From an optimization exercise on the open Yosys and OpenROAD flow, aimed at small area and a short achievable clock period; shortcuts taken in it are not production practice.
At most, simulation tests tie the RTL to the original design; equivalence was not proved.
Power and IR drop assume default switching activity.

==> inputs of run a <==
// RFCorrelator
module RFCorrelator(bit_stream, clk, reset, Target_Num,
num_1, num_2, num_3, num_4, num_5, num_6, num_7, num_8, num_9, num_10, num_11, num_12, num_13, num_14, num_15, num_16, Out_str);
Settings: LEC_CHECK=0, ABC_AREA=1, CAP_MARGIN=20, CORE_MARGIN=2, CORE_UTILIZATION=40, CTS_BUF_LIST=sky130_fd_sc_hd__clkbuf_8, PLACE_DENSITY=0.6, SLEW_MARGIN=20, SYNTH_HIERARCHICAL=1; clock period 55.0 ns.
standard.sh (not shown) runs the stock make flow with config.mk's settings and CLKGATE_MAP_FILE= SYNTH_SCRIPT=/design/flow/synth_recipe.tcl, a recipe that flattens the netlist after the stock synthesis.
==> flow/flow/run.sh <==
#!/bin/bash
# The standard layout (standard.sh) with two changes:
#  - synthesis maps the logic with ABC scripts of our own (flow/abc_*.script):
#    the pair_min module with flow/abc_pair.script, the argmin_16 module with
#    flow/abc_argmin.script, the rest with flow/abc_main.script. Everything
#    else in synthesis is the standard flow's script
#    (synth_recipe.tcl), so the registers are the standard synthesis's.
#  - the port buffers are the smallest buffer (buf_1).
# Each tool's output goes to the ORFS logs under orfs/logs; make's own
# output goes to flow_make.log.
set -euo pipefail
W=$PWD
export MY_ABC_SCRIPT=$W/flow/abc_main.script
export MY_ABC_SEL_SCRIPT=$W/flow/abc_argmin.script
export MY_ABC_PAIR_SCRIPT=$W/flow/abc_pair.script
export BUFFER_PORTS_ARGS="-buffer_cell sky130_fd_sc_hd__buf_1"
cat > $W/my_synth.tcl <<EOF
proc abc {args} {
  set i [lsearch -exact \$args -script]
  if { \$i >= 0 } {
    set a1 \$args
    lset a1 [expr {\$i + 1}] \$::env(MY_ABC_SCRIPT)
    set a2 \$args
    lset a2 [expr {\$i + 1}] \$::env(MY_ABC_SEL_SCRIPT)
    set a3 \$args
    lset a3 [expr {\$i + 1}] \$::env(MY_ABC_PAIR_SCRIPT)
    yosys abc {*}\$a3 pair_min
    yosys abc {*}\$a2 argmin_16
    yosys abc {*}\$a1
    return
  }
  yosys abc {*}\$args
}
source $W/synth_recipe.tcl
EOF
grep -q 'SYNTH_SCRIPT=[^ ]*synth_recipe.tcl' standard.sh
sed "s#SYNTH_SCRIPT=[^ ]*synth_recipe.tcl#SYNTH_SCRIPT=$W/my_synth.tcl#" standard.sh > my_standard.sh
bash my_standard.sh > flow_make.log 2>&1
==> flow/flow/abc_argmin.script <==
strash; dch; map -a; topo; buffer -c; upsize -c; dnsize -c; stime -c
==> flow/flow/abc_main.script <==
strash; dch; map -a; topo; stime -c
==> flow/flow/abc_pair.script <==
strash; dch; map -a; topo; stime -c
==> run b (differences from run a) <==
--- a/flow/design.v
+++ b/flow/design.v
@@ -1640,40 +1640,61 @@
   assign l1g0_L01_c[3] = (~l0g1_v[2] & l0g0_v[2]) | (l1g0_L01_c[2] & (~l0g1_v[2] | l0g0_v[2]));
   assign l1g0_L01_c[4] = (~l0g1_v[3] & l0g0_v[3]) | (l1g0_L01_c[3] & (~l0g1_v[3] | l0g0_v[3]));
   assign l1g0_L01_c[5] = (~l0g1_v[4] & l0g0_v[4]) | (l1g0_L01_c[4] & (~l0g1_v[4] | l0g0_v[4]));
   assign l1g0_L01_c[6] = (~l0g1_v[5] & l0g0_v[5]) | (l1g0_L01_c[5] & (~l0g1_v[5] | l0g0_v[5]));
   wire l1g0_L01 = l1g0_L01_c[6];
-  wire l1g0_w0 = ~l1g0_L01;
-  wire l1g0_w1 = l1g0_L01;
-  wire [5:0] l1g0_v = ({6{l1g0_w0}} & l0g0_v) | ({6{l1g0_w1}} & l0g1_v);
-  wire [2:0] l1g0_i = {(l1g0_w1), (({2{l1g0_w0}} & l0g0_i) | ({2{l1g0_w1}} & l0g1_i))};
-  wire [6:0] l1g1_L01_c;
-  assign l1g1_L01_c[0] = 1'b0;
-  assign l1g1_L01_c[1] = (~l0g3_v[0] & l0g2_v[0]) | (l1g1_L01_c[0] & (~l0g3_v[0] | l0g2_v[0]));
-  assign l1g1_L01_c[2] = (~l0g3_v[1] & l0g2_v[1]) | (l1g1_L01_c[1] & (~l0g3_v[1] | l0g2_v[1]));
-  assign l1g1_L01_c[3] = (~l0g3_v[2] & l0g2_v[2]) | (l1g1_L01_c[2] & (~l0g3_v[2] | l0g2_v[2]));
-  assign l1g1_L01_c[4] = (~l0g3_v[3] & l0g2_v[3]) | (l1g1_L01_c[3] & (~l0g3_v[3] | l0g2_v[3]));
-  assign l1g1_L01_c[5] = (~l0g3_v[4] & l0g2_v[4]) | (l1g1_L01_c[4] & (~l0g3_v[4] | l0g2_v[4]));
-  assign l1g1_L01_c[6] = (~l0g3_v[5] & l0g2_v[5]) | (l1g1_L01_c[5] & (~l0g3_v[5] | l0g2_v[5]));
-  wire l1g1_L01 = l1g1_L01_c[6];
-  wire l1g1_w0 = ~l1g1_L01;
-  wire l1g1_w1 = l1g1_L01;
-  wire [5:0] l1g1_v = ({6{l1g1_w0}} & l0g2_v) | ({6{l1g1_w1}} & l0g3_v);
-  wire [2:0] l1g1_i = {(l1g1_w1), (({2{l1g1_w0}} & l0g2_i) | ({2{l1g1_w1}} & l0g3_i))};
-  wire [6:0] l2g0_L01_c;
-  assign l2g0_L01_c[0] = 1'b0;
-  assign l2g0_L01_c[1] = (~l1g1_v[0] & l1g0_v[0]) | (l2g0_L01_c[0] & (~l1g1_v[0] | l1g0_v[0]));
-  assign l2g0_L01_c[2] = (~l1g1_v[1] & l1g0_v[1]) | (l2g0_L01_c[1] & (~l1g1_v[1] | l1g0_v[1]));
-  assign l2g0_L01_c[3] = (~l1g1_v[2] & l1g0_v[2]) | (l2g0_L01_c[2] & (~l1g1_v[2] | l1g0_v[2]));
-  assign l2g0_L01_c[4] = (~l1g1_v[3] & l1g0_v[3]) | (l2g0_L01_c[3] & (~l1g1_v[3] | l1g0_v[3]));
-  assign l2g0_L01_c[5] = (~l1g1_v[4] & l1g0_v[4]) | (l2g0_L01_c[4] & (~l1g1_v[4] | l1g0_v[4]));
-  assign l2g0_L01_c[6] = (~l1g1_v[5] & l1g0_v[5]) | (l2g0_L01_c[5] & (~l1g1_v[5] | l1g0_v[5]));
-  wire l2g0_L01 = l2g0_L01_c[6];
-  wire l2g0_w0 = ~l2g0_L01;
-  wire l2g0_w1 = l2g0_L01;
-  wire [3:0] l2g0_i = {(l2g0_w1), (({3{l2g0_w0}} & l1g0_i) | ({3{l2g0_w1}} & l1g1_i))};
-  assign best = l2g0_i;
+  wire [6:0] l1g0_L02_c;
+  assign l1g0_L02_c[0] = 1'b0;
+  assign l1g0_L02_c[1] = (~l0g2_v[0] & l0g0_v[0]) | (l1g0_L02_c[0] & (~l0g2_v[0] | l0g0_v[0]));
+  assign l1g0_L02_c[2] = (~l0g2_v[1] & l0g0_v[1]) | (l1g0_L02_c[1] & (~l0g2_v[1] | l0g0_v[1]));
+  assign l1g0_L02_c[3] = (~l0g2_v[2] & l0g0_v[2]) | (l1g0_L02_c[2] & (~l0g2_v[2] | l0g0_v[2]));
+  assign l1g0_L02_c[4] = (~l0g2_v[3] & l0g0_v[3]) | (l1g0_L02_c[3] & (~l0g2_v[3] | l0g0_v[3]));
+  assign l1g0_L02_c[5] = (~l0g2_v[4] & l0g0_v[4]) | (l1g0_L02_c[4] & (~l0g2_v[4] | l0g0_v[4]));
+  assign l1g0_L02_c[6] = (~l0g2_v[5] & l0g0_v[5]) | (l1g0_L02_c[5] & (~l0g2_v[5] | l0g0_v[5]));
+  wire l1g0_L02 = l1g0_L02_c[6];
+  wire [6:0] l1g0_L03_c;
+  assign l1g0_L03_c[0] = 1'b0;
+  assign l1g0_L03_c[1] = (~l0g3_v[0] & l0g0_v[0]) | (l1g0_L03_c[0] & (~l0g3_v[0] | l0g0_v[0]));
+  assign l1g0_L03_c[2] = (~l0g3_v[1] & l0g0_v[1]) | (l1g0_L03_c[1] & (~l0g3_v[1] | l0g0_v[1]));
+  assign l1g0_L03_c[3] = (~l0g3_v[2] & l0g0_v[2]) | (l1g0_L03_c[2] & (~l0g3_v[2] | l0g0_v[2]));
+  assign l1g0_L03_c[4] = (~l0g3_v[3] & l0g0_v[3]) | (l1g0_L03_c[3] & (~l0g3_v[3] | l0g0_v[3]));
+  assign l1g0_L03_c[5] = (~l0g3_v[4] & l0g0_v[4]) | (l1g0_L03_c[4] & (~l0g3_v[4] | l0g0_v[4]));
+  assign l1g0_L03_c[6] = (~l0g3_v[5] & l0g0_v[5]) | (l1g0_L03_c[5] & (~l0g3_v[5] | l0g0_v[5]));
+  wire l1g0_L03 = l1g0_L03_c[6];
+  wire [6:0] l1g0_L12_c;
+  assign l1g0_L12_c[0] = 1'b0;
+  assign l1g0_L12_c[1] = (~l0g2_v[0] & l0g1_v[0]) | (l1g0_L12_c[0] & (~l0g2_v[0] | l0g1_v[0]));
+  assign l1g0_L12_c[2] = (~l0g2_v[1] & l0g1_v[1]) | (l1g0_L12_c[1] & (~l0g2_v[1] | l0g1_v[1]));
+  assign l1g0_L12_c[3] = (~l0g2_v[2] & l0g1_v[2]) | (l1g0_L12_c[2] & (~l0g2_v[2] | l0g1_v[2]));
+  assign l1g0_L12_c[4] = (~l0g2_v[3] & l0g1_v[3]) | (l1g0_L12_c[3] & (~l0g2_v[3] | l0g1_v[3]));
+  assign l1g0_L12_c[5] = (~l0g2_v[4] & l0g1_v[4]) | (l1g0_L12_c[4] & (~l0g2_v[4] | l0g1_v[4]));
+  assign l1g0_L12_c[6] = (~l0g2_v[5] & l0g1_v[5]) | (l1g0_L12_c[5] & (~l0g2_v[5] | l0g1_v[5]));
+  wire l1g0_L12 = l1g0_L12_c[6];
+  wire [6:0] l1g0_L13_c;
+  assign l1g0_L13_c[0] = 1'b0;
+  assign l1g0_L13_c[1] = (~l0g3_v[0] & l0g1_v[0]) | (l1g0_L13_c[0] & (~l0g3_v[0] | l0g1_v[0]));
+  assign l1g0_L13_c[2] = (~l0g3_v[1] & l0g1_v[1]) | (l1g0_L13_c[1] & (~l0g3_v[1] | l0g1_v[1]));
+  assign l1g0_L13_c[3] = (~l0g3_v[2] & l0g1_v[2]) | (l1g0_L13_c[2] & (~l0g3_v[2] | l0g1_v[2]));
+  assign l1g0_L13_c[4] = (~l0g3_v[3] & l0g1_v[3]) | (l1g0_L13_c[3] & (~l0g3_v[3] | l0g1_v[3]));
+  assign l1g0_L13_c[5] = (~l0g3_v[4] & l0g1_v[4]) | (l1g0_L13_c[4] & (~l0g3_v[4] | l0g1_v[4]));
+  assign l1g0_L13_c[6] = (~l0g3_v[5] & l0g1_v[5]) | (l1g0_L13_c[5] & (~l0g3_v[5] | l0g1_v[5]));
+  wire l1g0_L13 = l1g0_L13_c[6];
+  wire [6:0] l1g0_L23_c;
+  assign l1g0_L23_c[0] = 1'b0;
+  assign l1g0_L23_c[1] = (~l0g3_v[0] & l0g2_v[0]) | (l1g0_L23_c[0] & (~l0g3_v[0] | l0g2_v[0]));
+  assign l1g0_L23_c[2] = (~l0g3_v[1] & l0g2_v[1]) | (l1g0_L23_c[1] & (~l0g3_v[1] | l0g2_v[1]));
+  assign l1g0_L23_c[3] = (~l0g3_v[2] & l0g2_v[2]) | (l1g0_L23_c[2] & (~l0g3_v[2] | l0g2_v[2]));
+  assign l1g0_L23_c[4] = (~l0g3_v[3] & l0g2_v[3]) | (l1g0_L23_c[3] & (~l0g3_v[3] | l0g2_v[3]));
+  assign l1g0_L23_c[5] = (~l0g3_v[4] & l0g2_v[4]) | (l1g0_L23_c[4] & (~l0g3_v[4] | l0g2_v[4]));
+  assign l1g0_L23_c[6] = (~l0g3_v[5] & l0g2_v[5]) | (l1g0_L23_c[5] & (~l0g3_v[5] | l0g2_v[5]));
+  wire l1g0_L23 = l1g0_L23_c[6];
+  wire l1g0_w0 = ~l1g0_L01 & ~l1g0_L02 & ~l1g0_L03;
+  wire l1g0_w1 = l1g0_L01 & ~l1g0_L12 & ~l1g0_L13;
+  wire l1g0_w2 = l1g0_L02 & l1g0_L12 & ~l1g0_L23;
+  wire l1g0_w3 = l1g0_L03 & l1g0_L13 & l1g0_L23;
+  wire [3:0] l1g0_i = {(l1g0_w2 | l1g0_w3), (l1g0_w1 | l1g0_w3), (({2{l1g0_w0}} & l0g0_i) | ({2{l1g0_w1}} & l0g1_i) | ({2{l1g0_w2}} & l0g2_i) | ({2{l1g0_w3}} & l0g3_i))};
+  assign best = l1g0_i;
 endmodule
 module fa_cell(a, b, c, s, co);
   input a, b, c;
   output s, co;
   assign s = a ^ b ^ c;
- CORE_UTILIZATION: 40 -> 45
- PLACE_DENSITY: 0.6 -> 0.5
==> comparison <==
Run b finished clean. Run a finished with timing, DRC and antenna clean. Between run b and run a, the lower total power is in run b (gap 4.1%, measured against run a). Of run a and run b, run b has the higher worst setup slack (gap 0.90 ns). Register-to-register slack: run b is better than run a (0.13 ns). In non-clock buffer count, run b and run a do not differ.
For run a, only the layout was checked, not whether the RTL still works.

==> port drivers added, routing unchanged <==
Ports are ideal in the flow. The routed layouts listed here were re-timed in OpenROAD.
Step 1, drivers: a clkbuf_16 drives clk and a buf_2 each remaining input, both assumed.
Step 2 moves the port delays by t, midway between the first and last clock arrival at a register: inputs arrive t later, outputs are due t later. That takes back most of the time a late clock gives input paths.
Three values: ideal, step 1, step 2; two values: the first two.
| run | t (ns) | slack for setup (ns) | hold slack, ns | worst setup path after step 2 |
|---|---|---|---|---|
| run a | 0.490 | 38.887 / 38.840 / 39.250 | 0.351 / 0.351 / 0.351 | input to register |
| run b | 0.499 | 39.783 / 39.808 / 39.309 | 0.348 / 0.348 / 0.348 | input to register |
After both steps every run listed still meets setup and hold. The setup slack of run b, which loses most, moves by +0.025 ns with the drivers and by -0.474 ns with both steps.
